This design comes from an exercise in tuning for a short achievable clock period on the open sky130 flow, not from production work. At most, simulation tests tie the RTL to the original design; equivalence was not proved. The clock port is modelled as an ideal driver, which makes a skipped or thinned clock tree look cheaper than it is; a real chip needs a root buffer or a tree. Power figures rest on the tool's default switching activity, not on a simulated workload.

==> flow/design.v (excerpt) <==
module Fifo
(
input clk,rst, wr_en, rd_en,
input           [7:0] buf_in,
output reg      [7:0] buf_out,
output          [7:0] fifo_counter,
output          buf_empty,
output reg      buf_full
);
Size: ~1500 cells after synthesis, about 30 I/O pins.
==> module Fifo, before the edit <==
module Fifo
(
input clk,rst, wr_en, rd_en,
input           [7:0] buf_in,
output reg      [7:0] buf_out,
output          [7:0] fifo_counter,
output          buf_empty,
output reg      buf_full
);
reg  [6:0]  cnt_o;    
reg         ne_o;     
reg  [7:0]  lo_r;     
reg  [8:0]  hi_r;     
reg         sh;       
reg         wq;       
reg  [7:0]  din_q;    
reg  [7:0]  ent [63:0];
assign fifo_counter = {1'b0, cnt_o};
assign buf_empty    = ~ne_o;
wire [7:0] lo = {lo_r[7:1], ~lo_r[0]};
wire [8:0] hi = {hi_r[8:1], ~hi_r[0]};
wire empty = lo[0] & hi[0];      
wire full  = hi[8];              
wire at1   = lo[1] & hi[0];      
wire at63  = lo[7] & hi[7];      
wire [7:0] lo_inc = {lo[6:0], lo[7]};
wire [7:0] lo_dec = {lo[0], lo[7:1]};
wire [8:0] hi_inc = lo[7] ? {hi[7:0], 1'b0} : hi;
wire [8:0] hi_dec = lo[0] ? {1'b0, hi[8:1]} : hi;
function [6:0] enc;
     input [7:0] l;
     input [8:0] h;
     begin
          enc[0] = l[1] | l[3] | l[5] | l[7];
          enc[1] = l[2] | l[3] | l[6] | l[7];
          enc[2] = l[4] | l[5] | l[6] | l[7];
          enc[3] = h[1] | h[3] | h[5] | h[7];
          enc[4] = h[2] | h[3] | h[6] | h[7];
          enc[5] = h[4] | h[5] | h[6] | h[7];
          enc[6] = h[8];
     end
endfunction
wire [6:0] b_hold = enc(lo, hi);
wire [6:0] b_inc  = enc(lo_inc, hi_inc);
wire [6:0] b_dec  = enc(lo_dec, hi_dec);
wire [7:0] lo_10 = full  ? lo : lo_inc;
wire [8:0] hi_10 = full  ? hi : hi_inc;
wire [6:0] b_10  = full  ? b_hold : b_inc;
wire       f_10  = full | at63;
wire [7:0] lo_01 = empty ? lo : lo_dec;
wire [8:0] hi_01 = empty ? hi : hi_dec;
wire [6:0] b_01  = empty ? b_hold : b_dec;
wire       ne_01 = ~(empty | at1);
wire [7:0] lo_11 = full ? lo_dec : (empty ? lo_inc : lo);
wire [8:0] hi_11 = full ? hi_dec : (empty ? hi_inc : hi);
wire [6:0] b_11  = full ? b_dec  : (empty ? b_inc  : b_hold);
reg  [7:0] lo_nx;
reg  [8:0] hi_nx;
reg  [6:0] b_nx;
reg        ne_nx, f_nx;
always @*
begin
     case ({wr_en, rd_en})
     2'b10:   begin lo_nx = lo_10; hi_nx = hi_10; b_nx = b_10;   ne_nx = 1'b1;   f_nx = f_10; end
     2'b01:   begin lo_nx = lo_01; hi_nx = hi_01; b_nx = b_01;   ne_nx = ne_01;  f_nx = 1'b0; end
     2'b11:   begin lo_nx = lo_11; hi_nx = hi_11; b_nx = b_11;   ne_nx = 1'b1;   f_nx = 1'b0; end
     default: begin lo_nx = lo;    hi_nx = hi;    b_nx = b_hold; ne_nx = ~empty; f_nx = full; end
     endcase
end
always @(posedge clk or posedge rst)
begin
if (rst) begin
     cnt_o    <= 7'd0;
     ne_o     <= 1'b0;
     buf_full <= 1'b0;
     lo_r     <= 8'd0;
     hi_r     <= 9'd0;
end else begin
     cnt_o    <= b_nx;
     ne_o     <= ne_nx;
     buf_full <= f_nx;
     lo_r     <= {lo_nx[7:1], ~lo_nx[0]};
     hi_r     <= {hi_nx[8:1], ~hi_nx[0]};
end
end
wire [7:0] head = (wq && at1) ? din_q : (sh ? ent[1] : ent[0]);
wire       re   = rd_en & ~empty;
wire       we   = wr_en & ~full;
always @(posedge clk or posedge rst)
begin
if (rst) begin
     buf_out <= 8'd0;
     sh      <= 1'b0;
     wq      <= 1'b0;
end else begin
     if (re)
          buf_out <= head;
     sh <= re;
     wq <= we;
end
end
always @(posedge clk)
     din_q <= buf_in;
integer i;
always @(posedge clk)
begin
     for (i = 0; i < 64; i = i + 1)
          if (wq && lo_dec[i % 8] && hi_dec[i / 8])
               ent[i] <= din_q;
          else if (sh && i < 63)
               ent[i] <= ent[i + 1];
end
endmodule
export LEC_CHECK = 0
export ABC_CLOCK_PERIOD_IN_PS = 1000
export CAP_MARGIN = 20
export CORE_MARGIN = 2
export CORE_UTILIZATION = 65
export SETUP_SLACK_MARGIN = 2.7
export SLEW_MARGIN = 20
export TNS_END_PERCENT = 5
create_clock -name core_clock -period 4.0 [get_ports {clk}]
standard.sh (not shown) runs the stock make flow with config.mk's settings and CLKGATE_MAP_FILE= SYNTH_SCRIPT=/design/flow/synth_recipe.tcl, a recipe that flattens the netlist after the stock synthesis.
==> flow/flow/run.sh <==
#!/bin/bash
# The standard layout (standard.sh), except that the clock tree is built
# by flow/mycts.tcl (hooked in through ORFS's PRE_CTS_TCL): the clock port
# drives MY_CTS_COLS clkbuf_16 roots, each driving MY_CTS_ROWS clkbuf_16
# leaves, each driving an equal group of nearby flip-flops.
set -euo pipefail
export PRE_CTS_TCL=$PWD/flow/pre_cts.tcl
export MY_CTS_COLS=4
export MY_CTS_ROWS=6
bash standard.sh > standard.log 2>&1
Other scripts of this flow, unchanged in this note and not shown: flow/flow/mycts.tcl, flow/flow/pre_cts.tcl
The starting point went through all stages and came out clean.
Rerun with:
--- a/flow/design.v
+++ b/flow/design.v
@@ -10,12 +10,10 @@
 reg  [6:0]  cnt_o;    
 reg         ne_o;     
 reg  [7:0]  lo_r;     
 reg  [8:0]  hi_r;     
 reg         sh;       
-reg         wq;       
-reg  [7:0]  din_q;    
 reg  [7:0]  ent [63:0];
 assign fifo_counter = {1'b0, cnt_o};
 assign buf_empty    = ~ne_o;
 wire [7:0] lo = {lo_r[7:1], ~lo_r[0]};
 wire [8:0] hi = {hi_r[8:1], ~hi_r[0]};
@@ -81,33 +79,28 @@
      buf_full <= f_nx;
      lo_r     <= {lo_nx[7:1], ~lo_nx[0]};
      hi_r     <= {hi_nx[8:1], ~hi_nx[0]};
 end
 end
-wire [7:0] head = (wq && at1) ? din_q : (sh ? ent[1] : ent[0]);
+wire [7:0] head = sh ? ent[1] : ent[0];
 wire       re   = rd_en & ~empty;
-wire       we   = wr_en & ~full;
 always @(posedge clk or posedge rst)
 begin
 if (rst) begin
      buf_out <= 8'd0;
      sh      <= 1'b0;
-     wq      <= 1'b0;
 end else begin
      if (re)
           buf_out <= head;
      sh <= re;
-     wq <= we;
 end
 end
-always @(posedge clk)
-     din_q <= buf_in;
 integer i;
 always @(posedge clk)
 begin
      for (i = 0; i < 64; i = i + 1)
-          if (wq && lo_dec[i % 8] && hi_dec[i / 8])
-               ent[i] <= din_q;
+          if (wr_en && lo[i % 8] && hi[i / 8])
+               ent[i] <= buf_in;
           else if (sh && i < 63)
                ent[i] <= ent[i + 1];
 end
 endmodule
The changed run finished with timing, DRC and antenna clean.
Die area went up by 1.0%.
Worst hold slack is worse by 0.015 ns.
Setup slack is better by 0.18 ns.
Clock power went down by about 1%.
Power went down by about 5%.
Synthesized area went up by 1.0%.
Cell area went up by 0.71%.
First-iteration DRC count went up by 18%.
Global-route usage went down by 2.0 points.
Sequential power went down by about 2.4%.
Routed wire length went down by 2.5%.
Fmax went up by 10%.
Function not checked in the first run of this note: the RTL went through the layout flow alone. No run of this note takes its clock network from TritonCTS; it comes from the design's own scripts or RTL.

Another version of the RTL of Fifo (not shown whole).
Size: about 1600 cells after synthesis, about 570 flip-flops, ~30 I/O pins, ~25000 um2 of cells after synthesis.
==> module Fifo, before the edit <==
module Fifo
(
input clk,rst, wr_en, rd_en,
input           [7:0] buf_in,
output reg      [7:0] buf_out,
output          [7:0] fifo_counter,
output          buf_empty,
output reg      buf_full
);
reg  [6:0]  cnt_o;    
reg         ne_o;     
reg  [7:0]  lo_r;     
reg  [8:0]  hi_r;     
reg         sh;       
reg         wq;       
reg  [7:0]  din_q;    
reg  [7:0]  wlo;      
reg  [7:0]  whi;      
reg  [7:0]  ent [63:0];
assign fifo_counter = {1'b0, cnt_o};
assign buf_empty    = ~ne_o;
wire [7:0] lo = {lo_r[7:1], ~lo_r[0]};
wire [8:0] hi = {hi_r[8:1], ~hi_r[0]};
wire empty = lo[0] & hi[0];      
wire full  = hi[8];              
wire at1   = lo[1] & hi[0];      
wire at63  = lo[7] & hi[7];      
wire [7:0] lo_inc = {lo[6:0], lo[7]};
wire [7:0] lo_dec = {lo[0], lo[7:1]};
wire [8:0] hi_inc = lo[7] ? {hi[7:0], 1'b0} : hi;
wire [8:0] hi_dec = lo[0] ? {1'b0, hi[8:1]} : hi;
function [6:0] enc;
     input [7:0] l;
     input [8:0] h;
     begin
          enc[0] = l[1] | l[3] | l[5] | l[7];
          enc[1] = l[2] | l[3] | l[6] | l[7];
          enc[2] = l[4] | l[5] | l[6] | l[7];
          enc[3] = h[1] | h[3] | h[5] | h[7];
          enc[4] = h[2] | h[3] | h[6] | h[7];
          enc[5] = h[4] | h[5] | h[6] | h[7];
          enc[6] = h[8];
     end
endfunction
wire [6:0] b_hold = enc(lo, hi);
wire [6:0] b_inc  = enc(lo_inc, hi_inc);
wire [6:0] b_dec  = enc(lo_dec, hi_dec);
wire [7:0] lo_10 = full  ? lo : lo_inc;
wire [8:0] hi_10 = full  ? hi : hi_inc;
wire [6:0] b_10  = full  ? b_hold : b_inc;
wire       f_10  = full | at63;
wire [7:0] lo_01 = empty ? lo : lo_dec;
wire [8:0] hi_01 = empty ? hi : hi_dec;
wire [6:0] b_01  = empty ? b_hold : b_dec;
wire       ne_01 = ~(empty | at1);
wire [7:0] lo_11 = full ? lo_dec : (empty ? lo_inc : lo);
wire [8:0] hi_11 = full ? hi_dec : (empty ? hi_inc : hi);
wire [6:0] b_11  = full ? b_dec  : (empty ? b_inc  : b_hold);
reg  [7:0] lo_nx;
reg  [8:0] hi_nx;
reg  [6:0] b_nx;
reg        ne_nx, f_nx;
always @*
begin
     case ({wr_en, rd_en})
     2'b10:   begin lo_nx = lo_10; hi_nx = hi_10; b_nx = b_10;   ne_nx = 1'b1;   f_nx = f_10; end
     2'b01:   begin lo_nx = lo_01; hi_nx = hi_01; b_nx = b_01;   ne_nx = ne_01;  f_nx = 1'b0; end
     2'b11:   begin lo_nx = lo_11; hi_nx = hi_11; b_nx = b_11;   ne_nx = 1'b1;   f_nx = 1'b0; end
     default: begin lo_nx = lo;    hi_nx = hi;    b_nx = b_hold; ne_nx = ~empty; f_nx = full; end
     endcase
end
always @(posedge clk or posedge rst)
begin
if (rst) begin
     cnt_o    <= 7'd0;
     ne_o     <= 1'b0;
     buf_full <= 1'b0;
     lo_r     <= 8'd0;
     hi_r     <= 9'd0;
end else begin
     cnt_o    <= b_nx;
     ne_o     <= ne_nx;
     buf_full <= f_nx;
     lo_r     <= {lo_nx[7:1], ~lo_nx[0]};
     hi_r     <= {hi_nx[8:1], ~hi_nx[0]};
end
end
wire [7:0] head = (wq && at1) ? din_q : (sh ? ent[1] : ent[0]);
wire       re   = rd_en & ~empty;
wire       we   = wr_en & ~full;
always @(posedge clk or posedge rst)
begin
if (rst) begin
     buf_out <= 8'd0;
     sh      <= 1'b0;
     wq      <= 1'b0;
     wlo     <= 8'd0;
     whi     <= 8'd0;
end else begin
     if (re)
          buf_out <= head;
     sh  <= re;
     wq  <= we;
     wlo <= re ? lo_dec : lo;
     whi <= we ? (re ? hi_dec[7:0] : hi[7:0]) : 8'd0;
end
end
always @(posedge clk)
     din_q <= buf_in;
integer i;
always @(posedge clk)
begin
     for (i = 0; i < 64; i = i + 1)
          if (wlo[i % 8] && whi[i / 8])
               ent[i] <= din_q;
          else if (sh && i < 63)
               ent[i] <= ent[i + 1];
end
endmodule
Settings: LEC_CHECK=0, ABC_CLOCK_PERIOD_IN_PS=1000, CAP_MARGIN=20, CORE_MARGIN=2, CORE_UTILIZATION=65, SETUP_SLACK_MARGIN=2.7, SLEW_MARGIN=20, TNS_END_PERCENT=5; clock period 4.0 ns.
==> flow/flow/run.sh <==
#!/bin/bash
# The standard layout (standard.sh), except that the clock tree is built
# by flow/mycts.tcl (hooked in through ORFS's PRE_CTS_TCL): the clock port
# drives MY_CTS_COLS clkbuf_16 roots, each driving MY_CTS_ROWS clkbuf_16
# leaves, each driving an equal group of nearby flip-flops.
set -euo pipefail
export PRE_CTS_TCL=$PWD/flow/pre_cts.tcl
export MY_CTS_COLS=4
export MY_CTS_ROWS=8
bash standard.sh > standard.log 2>&1
Other scripts of this flow, unchanged in this note and not shown: flow/flow/mycts.tcl, flow/flow/pre_cts.tcl
The baseline completed without violations.
Change:
--- a/flow/design.v
+++ b/flow/design.v
@@ -11,14 +11,12 @@
 reg         ne_o;     
 reg  [7:0]  lo_r;     
 reg  [8:0]  hi_r;     
 reg         sh;       
 reg         wq;       
 reg  [7:0]  din_q;    
-reg  [7:0]  wlo;      
-reg  [7:0]  whi;      
 reg  [7:0]  ent [63:0];
 assign fifo_counter = {1'b0, cnt_o};
 assign buf_empty    = ~ne_o;
 wire [7:0] lo = {lo_r[7:1], ~lo_r[0]};
 wire [8:0] hi = {hi_r[8:1], ~hi_r[0]};
 wire empty = lo[0] & hi[0];      
@@ -91,29 +89,25 @@
 always @(posedge clk or posedge rst)
 begin
 if (rst) begin
      buf_out <= 8'd0;
      sh      <= 1'b0;
      wq      <= 1'b0;
-     wlo     <= 8'd0;
-     whi     <= 8'd0;
 end else begin
      if (re)
           buf_out <= head;
-     sh  <= re;
-     wq  <= we;
-     wlo <= re ? lo_dec : lo;
-     whi <= we ? (re ? hi_dec[7:0] : hi[7:0]) : 8'd0;
+     sh <= re;
+     wq <= we;
 end
 end
 always @(posedge clk)
      din_q <= buf_in;
 integer i;
 always @(posedge clk)
 begin
      for (i = 0; i < 64; i = i + 1)
-          if (wlo[i % 8] && whi[i / 8])
+          if (wq && lo_dec[i % 8] && hi_dec[i / 8])
                ent[i] <= din_q;
           else if (sh && i < 63)
                ent[i] <= ent[i + 1];
 end
 endmodule
The new run passed the timing, design-rule and antenna checks.
Via count rises slightly.
Total power is higher by roughly a tenth.
Routed wire length went up by a few percent.
Sequential power increases slightly.
Area after synthesis is lower slightly.
Final area stays flat.
Function not checked in the second run of this note: the RTL went through the layout flow alone. In every run of this note, the design's own scripts or RTL, not TritonCTS, make the clock network.

JK:
The RTL this note starts from:
==> flow/design.v <==
module Fifo
(
input clk,rst, wr_en, rd_en,
input           [7:0] buf_in,
output reg      [7:0] buf_out,
output          [7:0] fifo_counter,
output          buf_empty,
output reg      buf_full
);
reg  [6:0]  cnt_o;    
reg         ne_o;     
reg  [7:0]  lo_r;     
reg  [8:0]  hi_r;     
reg         sh;       
reg         wq;       
reg  [7:0]  din_q;    
reg  [63:0] wsel;     
reg  [7:0]  ent [63:0];
assign fifo_counter = {1'b0, cnt_o};
assign buf_empty    = ~ne_o;
wire [7:0] lo = {lo_r[7:1], ~lo_r[0]};
wire [8:0] hi = {hi_r[8:1], ~hi_r[0]};
wire empty = lo[0] & hi[0];      
wire full  = hi[8];              
wire at1   = lo[1] & hi[0];      
wire at63  = lo[7] & hi[7];      
wire [7:0] lo_inc = {lo[6:0], lo[7]};
wire [7:0] lo_dec = {lo[0], lo[7:1]};
wire [8:0] hi_inc = lo[7] ? {hi[7:0], 1'b0} : hi;
wire [8:0] hi_dec = lo[0] ? {1'b0, hi[8:1]} : hi;
function [6:0] enc;
     input [7:0] l;
     input [8:0] h;
     begin
          enc[0] = l[1] | l[3] | l[5] | l[7];
          enc[1] = l[2] | l[3] | l[6] | l[7];
          enc[2] = l[4] | l[5] | l[6] | l[7];
          enc[3] = h[1] | h[3] | h[5] | h[7];
          enc[4] = h[2] | h[3] | h[6] | h[7];
          enc[5] = h[4] | h[5] | h[6] | h[7];
          enc[6] = h[8];
     end
endfunction
wire [6:0] b_hold = enc(lo, hi);
wire [6:0] b_inc  = enc(lo_inc, hi_inc);
wire [6:0] b_dec  = enc(lo_dec, hi_dec);
wire [7:0] lo_10 = full  ? lo : lo_inc;
wire [8:0] hi_10 = full  ? hi : hi_inc;
wire [6:0] b_10  = full  ? b_hold : b_inc;
wire       f_10  = full | at63;
wire [7:0] lo_01 = empty ? lo : lo_dec;
wire [8:0] hi_01 = empty ? hi : hi_dec;
wire [6:0] b_01  = empty ? b_hold : b_dec;
wire       ne_01 = ~(empty | at1);
wire [7:0] lo_11 = full ? lo_dec : (empty ? lo_inc : lo);
wire [8:0] hi_11 = full ? hi_dec : (empty ? hi_inc : hi);
wire [6:0] b_11  = full ? b_dec  : (empty ? b_inc  : b_hold);
reg  [7:0] lo_nx;
reg  [8:0] hi_nx;
reg  [6:0] b_nx;
reg        ne_nx, f_nx;
always @*
begin
     case ({wr_en, rd_en})
     2'b10:   begin lo_nx = lo_10; hi_nx = hi_10; b_nx = b_10;   ne_nx = 1'b1;   f_nx = f_10; end
     2'b01:   begin lo_nx = lo_01; hi_nx = hi_01; b_nx = b_01;   ne_nx = ne_01;  f_nx = 1'b0; end
     2'b11:   begin lo_nx = lo_11; hi_nx = hi_11; b_nx = b_11;   ne_nx = 1'b1;   f_nx = 1'b0; end
     default: begin lo_nx = lo;    hi_nx = hi;    b_nx = b_hold; ne_nx = ~empty; f_nx = full; end
     endcase
end
always @(posedge clk or posedge rst)
begin
if (rst) begin
     cnt_o    <= 7'd0;
     ne_o     <= 1'b0;
     buf_full <= 1'b0;
     lo_r     <= 8'd0;
     hi_r     <= 9'd0;
end else begin
     cnt_o    <= b_nx;
     ne_o     <= ne_nx;
     buf_full <= f_nx;
     lo_r     <= {lo_nx[7:1], ~lo_nx[0]};
     hi_r     <= {hi_nx[8:1], ~hi_nx[0]};
end
end
wire [63:0] at, at_dec;
genvar g;
generate
for (g = 0; g < 64; g = g + 1) begin : dec
     assign at[g]     = lo[g % 8] & hi[g / 8];
     assign at_dec[g] = lo[(g + 1) % 8] & hi[(g + 1) / 8];
end
endgenerate
wire [7:0] head = (wq && at1) ? din_q : (sh ? ent[1] : ent[0]);
wire       re   = rd_en & ~empty;
wire       we   = wr_en & ~full;
always @(posedge clk or posedge rst)
begin
if (rst) begin
     buf_out <= 8'd0;
     sh      <= 1'b0;
     wq      <= 1'b0;
     wsel    <= 64'd0;
end else begin
     if (re)
          buf_out <= head;
     sh  <= re;
     wq  <= we;
     wsel <= we ? (re ? at_dec : at) : 64'd0;
end
end
always @(posedge clk)
     din_q <= buf_in;
integer i;
always @(posedge clk)
begin
     for (i = 0; i < 64; i = i + 1)
          if (wsel[i])
               ent[i] <= din_q;
          else if (sh && i < 63)
               ent[i] <= ent[i + 1];
end
endmodule
clock: 4.0 ns
lec_check: 0
abc_clock_period_in_ps: 1000
cap_margin: 20
core_margin: 2
core_utilization: 65
setup_slack_margin: 2.7
slew_margin: 20
tns_end_percent: 5
==> flow/flow/run.sh <==
#!/bin/bash
# The standard layout (standard.sh), except that:
# - the clock tree is built by flow/mycts.tcl (hooked in through ORFS's
#   PRE_CTS_TCL): the clock port drives MY_CTS_COLS roots, each driving
#   MY_CTS_ROWS leaves, each driving an equal group of nearby flip-flops;
# - the port buffers that ORFS adds to every input and output are
#   BUFFER_CELL instead of the smallest buffer.
# Everything standard.sh runs logs to standard.log and ORFS's own logs.
set -euo pipefail
export PRE_CTS_TCL=$PWD/flow/pre_cts.tcl
export MY_CTS_COLS=4
export MY_CTS_ROWS=10
export MY_CTS_ROOT_CELL=sky130_fd_sc_hd__buf_16
export MY_CTS_LEAF_CELL=sky130_fd_sc_hd__clkbuf_8
export BUFFER_PORTS_ARGS="-buffer_cell sky130_fd_sc_hd__buf_6"
bash standard.sh > standard.log 2>&1
Other scripts of this flow, unchanged in this note and not shown: flow/flow/mycts.tcl, flow/flow/pre_cts.tcl
diff inputs: JK => MS
diff --git a/flow/design.v b/flow/design.v
--- a/flow/design.v
+++ b/flow/design.v
@@ -13,9 +13,10 @@
 reg  [8:0]  hi_r;     
 reg         sh;       
 reg         wq;       
 reg  [7:0]  din_q;    
-reg  [63:0] wsel;     
+reg  [7:0]  wlo;      
+reg  [7:0]  whi;      
 reg  [7:0]  ent [63:0];
 assign fifo_counter = {1'b0, cnt_o};
 assign buf_empty    = ~ne_o;
 wire [7:0] lo = {lo_r[7:1], ~lo_r[0]};
@@ -83,16 +84,8 @@
      lo_r     <= {lo_nx[7:1], ~lo_nx[0]};
      hi_r     <= {hi_nx[8:1], ~hi_nx[0]};
 end
 end
-wire [63:0] at, at_dec;
-genvar g;
-generate
-for (g = 0; g < 64; g = g + 1) begin : dec
-     assign at[g]     = lo[g % 8] & hi[g / 8];
-     assign at_dec[g] = lo[(g + 1) % 8] & hi[(g + 1) / 8];
-end
-endgenerate
 wire [7:0] head = (wq && at1) ? din_q : (sh ? ent[1] : ent[0]);
 wire       re   = rd_en & ~empty;
 wire       we   = wr_en & ~full;
 always @(posedge clk or posedge rst)
@@ -100,24 +93,26 @@
 if (rst) begin
      buf_out <= 8'd0;
      sh      <= 1'b0;
      wq      <= 1'b0;
-     wsel    <= 64'd0;
+     wlo     <= 8'd0;
+     whi     <= 8'd0;
 end else begin
      if (re)
           buf_out <= head;
      sh  <= re;
      wq  <= we;
-     wsel <= we ? (re ? at_dec : at) : 64'd0;
+     wlo <= re ? lo_dec : lo;
+     whi <= we ? (re ? hi_dec[7:0] : hi[7:0]) : 8'd0;
 end
 end
 always @(posedge clk)
      din_q <= buf_in;
 integer i;
 always @(posedge clk)
 begin
      for (i = 0; i < 64; i = i + 1)
-          if (wsel[i])
+          if (wlo[i % 8] && whi[i / 8])
                ent[i] <= din_q;
           else if (sh && i < 63)
                ent[i] <= ent[i + 1];
 end
--- outcome ---
As of MS, total nets after synthesis had fallen by a few percent compared to JK. Die area of MS falls short of that of JK by a few percent. Power: MS < JK. The setup slack of MS is smaller than that of JK. Power per standard cell area went down by a few percent going from JK to MS. Share of layout cells above drive strength 1 in MS vs JK: down 0.79 points. Diff MS..JK | actual slew at the worst max-slew pin | negligible.
For JK, only the layout was checked, not whether the RTL still works. No run of this note takes its clock network from TritonCTS; it comes from the design's own scripts or RTL.

what the ideal ports hide:
The flow's constraints put no driver on any port. The routed layouts listed below were extracted and timed again, unchanged, in two steps.
Step 1 sets driving cells, clkbuf_16 on the clock port and buf_2 on the other inputs (assumed; they add their load-dependent delay and slew).
Step 2 moves the port delays by t, midway between the first and last clock arrival at a register: inputs arrive t later, outputs are due t later. That takes back most of the time a late clock gives input paths.
a / b / c = ideal / step 1 / step 2; a / b = the first two.
run	t (ns)	setup slack, ns	worst slew at a driven data input, ns
the first run of note 1	0.438	2.011 / 2.011 / 2.006	0.05
the second run of note 1	0.436	2.193 / 2.111 / 1.675	0.20
the first run of note 2	0.440	2.268 / 2.180 / 1.921	0.07
the second run of note 2	0.443	1.991 / 1.991 / 1.991	0.05
JK	0.421	2.259 / 2.163 / 1.901	0.12
MS	0.416	2.170 / 2.170 / 1.920	0.12
After both steps every run listed still meets setup and hold. For the second run of note 1, which loses most, drivers alone change the setup slack by -0.082 ns; drivers and shift together by -0.518 ns.
